Context: an optimization exercise on an open-source flow, tuned for small area, a short achievable clock period and few clock cycles per item. The choices shown serve that exercise and are no tape-out recipe. Function was checked by simulation only, so behaviour that the tests miss may differ from the original.

## run a
// matrix
module matrix(
    input clk,
    input [7:0] A00,
    input [7:0] A01,
    input [7:0] A02,
    input [7:0] A10,
    input [7:0] A11,
    input [7:0] A12,
    input [7:0] A20,
    input [7:0] A21,
    input [7:0] A22,
    input [7:0] B00,
    input [7:0] B01,
    input [7:0] B02,
    input [7:0] B10,
    input [7:0] B11,
    input [7:0] B12,
    input [7:0] B20,
    input [7:0] B21,
    input [7:0] B22,
    output[7:0] Out00,
    output[7:0] Out01,
    output[7:0] Out02,
    output[7:0] Out10,
    output[7:0] Out11,
    output[7:0] Out12,
    output[7:0] Out20,
    output[7:0] Out21,
    output[7:0] Out22,
    input Reset,
    input Load,
    output Done
    );
For scale: about 3900 cells after synthesis, roughly 160 flip-flops, roughly 220 I/O pins, about 0.025 mm^2 of cells after synthesis.
==> module fmul, before the edit <==
module fmul(
    input  [7:0] b,
    input  [7:0] c,
    output [7:0] p,
    output       pz
    );
    wire [3:0] u = b[3:0];
    wire [3:0] v = c[3:0];
    wire [7:0] uv = {u, v};
    wire s0 = (u[1] & v[3]) ^ (u[2] & v[2]);
    wire c0 = (u[1] & v[3]) & (u[2] & v[2]);
    wire s1 = (u[2] & v[3]) ^ (u[3] & v[2]);
    wire c1 = (u[2] & v[3]) & (u[3] & v[2]);
    wire s2 = (u[0] & v[3]) ^ (u[1] & v[2]);
    wire c2 = (u[0] & v[3]) & (u[1] & v[2]);
    wire s3 = (u[3] & v[1]) ^ u[0] ^ v[0];
    wire c3 = ((u[3] & v[1]) & u[0]) | ((u[3] & v[1]) & v[0]) | ((u[0] & v[0]));
    wire s4 = u[1] ^ v[1] ^ c0;
    wire c4 = ((u[1] & v[1])) | (u[1] & c0) | (v[1] & c0);
    wire s5 = (u[3] & v[3]) ^ u[2] ^ v[2];
    wire c5 = ((u[3] & v[3]) & u[2]) | ((u[3] & v[3]) & v[2]) | ((u[2] & v[2]));
    wire s6 = (u[0] & v[2]) ^ (u[1] & v[1]);
    wire c6 = (u[0] & v[2]) & (u[1] & v[1]);
    wire s7 = (u[2] & v[1]) ^ (u[3] & v[0]) ^ s2;
    wire c7 = ((u[2] & v[1]) & (u[3] & v[0])) | ((u[2] & v[1]) & s2) | ((u[3] & v[0]) & s2);
    wire s8 = s0 ^ c2 ^ s3;
    wire c8 = (s0 & c2) | (s0 & s3) | (c2 & s3);
    wire s9 = s1 ^ c3 ^ s4;
    wire c9 = (s1 & c3) | (s1 & s4) | (c3 & s4);
    wire s10 = c1 ^ c4 ^ s5;
    wire c10 = (c1 & c4) | (c1 & s5) | (c4 & s5);
    wire s11 = u[3] ^ v[3] ^ c5;
    wire c11 = ((u[3] & v[3])) | (u[3] & c5) | (v[3] & c5);
    wire [9:0] r0 = {1'b0, 1'b1, c10, c9, c8, c7, c6, (u[2] & v[0]), (u[0] & v[1]), (u[0] & v[0])};
    wire [9:0] r1 = {1'b0, c11, s11, s10, s9, s8, s7, s6, (u[1] & v[0]), 1'b0};
    wire [9:0] m = r0 + r1;
    wire [2:0] es  = b[6:4] + c[6:4];
    wire [2:0] pe0 = es + 3'd5;
    wire [2:0] pe1 = es + 3'd6;
    assign p = {b[7] ^ c[7], m[9] ? pe1 : pe0, m[9] ? m[8:5] : m[7:4]};
    wire f0n = (uv == 8'h00);
    wire f0s = (uv == 8'h1f) ||
        (uv == 8'h2d) ||
        (uv == 8'h2e) ||
        (uv == 8'h3b) ||
        (uv == 8'h3c) ||
        (uv == 8'h4a) ||
        (uv == 8'h4b) ||
        (uv == 8'h59) ||
        (uv == 8'h68) ||
        (uv == 8'h77) ||
        (uv == 8'h86) ||
        (uv == 8'h95) ||
        (uv == 8'ha4) ||
        (uv == 8'hb3) ||
        (uv == 8'hb4) ||
        (uv == 8'hc3) ||
        (uv == 8'hd2) ||
        (uv == 8'he2) ||
        (uv == 8'hf1);
    assign pz = (b == 8'd0) || (c == 8'd0) ||
                (!(b[7] ^ c[7]) && ((f0n && es == 3'd3) || (f0s && es == 3'd2)));
endmodule
==> flow/config.mk <==
export PLATFORM = sky130hd
export DESIGN_NAME = matrix
export DESIGN_NICKNAME = matrix
export VERILOG_FILES = /design/flow/design.v
export SDC_FILE = /design/flow/constraint.sdc
export NUM_CORES = 4
export LEC_CHECK = 0
export ABC_AREA = 1
export CAP_MARGIN = 20
export CORE_MARGIN = 2
export CORE_UTILIZATION = 40
export SLEW_MARGIN = 20
==> flow/constraint.sdc <==
create_clock -name core_clock -period 5.0 [get_ports {clk}]
set_input_delay 1.0000 -clock core_clock [delete_from_list [all_inputs] [get_ports {clk}]]
set_output_delay 1.0000 -clock core_clock [all_outputs]
set_load 0.01 [all_outputs]
run.sh (not shown) runs the stock make flow with config.mk's settings and CLKGATE_MAP_FILE= SYNTH_SCRIPT=/design/flow/synth_recipe.tcl, a recipe that flattens the netlist after the stock synthesis.
Testbench counts of run a, summed over its fixed seeds: cycles 512, items 128.
Setup changes, run a to run b
-- flow/design.v --
<<< run a, line 7
    wire [3:0] u = b[3:0];
    wire [3:0] v = c[3:0];
    wire [7:0] uv = {u, v};
    wire s0 = (u[1] & v[3]) ^ (u[2] & v[2]);
    wire c0 = (u[1] & v[3]) & (u[2] & v[2]);
>>> run b, line 7
    wire [3:0] u = b[3:0];
    wire [3:0] v = c[3:0];
    wire s0 = (u[1] & v[3]) ^ (u[2] & v[2]);
    wire c0 = (u[1] & v[3]) & (u[2] & v[2]);
<<< run a, line 39
    wire [2:0] pe1 = es + 3'd6;
    assign p = {b[7] ^ c[7], m[9] ? pe1 : pe0, m[9] ? m[8:5] : m[7:4]};
    wire f0n = (uv == 8'h00);
    wire f0s = (uv == 8'h1f) ||
        (uv == 8'h2d) ||
        (uv == 8'h2e) ||
        (uv == 8'h3b) ||
        (uv == 8'h3c) ||
        (uv == 8'h4a) ||
        (uv == 8'h4b) ||
        (uv == 8'h59) ||
        (uv == 8'h68) ||
        (uv == 8'h77) ||
        (uv == 8'h86) ||
        (uv == 8'h95) ||
        (uv == 8'ha4) ||
        (uv == 8'hb3) ||
        (uv == 8'hb4) ||
        (uv == 8'hc3) ||
        (uv == 8'hd2) ||
        (uv == 8'he2) ||
        (uv == 8'hf1);
    assign pz = (b == 8'd0) || (c == 8'd0) ||
                (!(b[7] ^ c[7]) && ((f0n && es == 3'd3) || (f0s && es == 3'd2)));
endmodule
module calc_frac_bits(
>>> run b, line 38
    wire [2:0] pe1 = es + 3'd6;
    assign p = {b[7] ^ c[7], m[9] ? pe1 : pe0, m[9] ? m[8:5] : m[7:4]};
    assign pz = (b == 8'd0) || (c == 8'd0) || (p == 8'd0);
endmodule
module calc_frac_bits(
## What came out
From run a to run b the numbers moved as follows: total number of cells along the worst setup path higher; number of instances in the synthesized netlist lower; area growth from synthesis to layout lower.
In the reports for run a and run b, the smaller synthesized cell area belongs to run b.
Between run a and run b, the share of post-route cells with drive strength above 1 does not differ in any meaningful way.
Number of library cell types mapped by synthesis: run b vs run a down 4.3%
For the largest fanout of any net on the critical path, run b came in 3 lower than run a did.
Testbench counts of run b, summed over its fixed seeds: cycles 512, items 128.

what the ideal ports hide:
The results above use ideal ports. As a check the final layouts listed here were re-extracted and re-timed, cells and wires unchanged.
Step 1, drivers: a clkbuf_16 drives clk and a buf_2 each remaining input, both assumed.
Step 2, shift: input delay + t, output delay - t, t = (earliest + latest rising clock arrival at the registers) / 2. This alone moves slack from input paths to output paths.
Slacks: no drivers / after step 1 / after step 2; pairs: no drivers / after step 1.
run | shift t [ns] | setup WS [ns] | hold WS [ns]
run a | 0.546 | 0.452 / 0.452 / 0.025 | 0.501 / 0.501 / 0.501
run b | 0.561 | 0.388 / 0.388 / 0.111 | 0.498 / 0.498 / 0.498
After both steps setup and hold are still met in every run listed. For run a, which loses most, drivers alone change the setup slack by 0.000 ns; drivers and shift together by -0.427 ns.
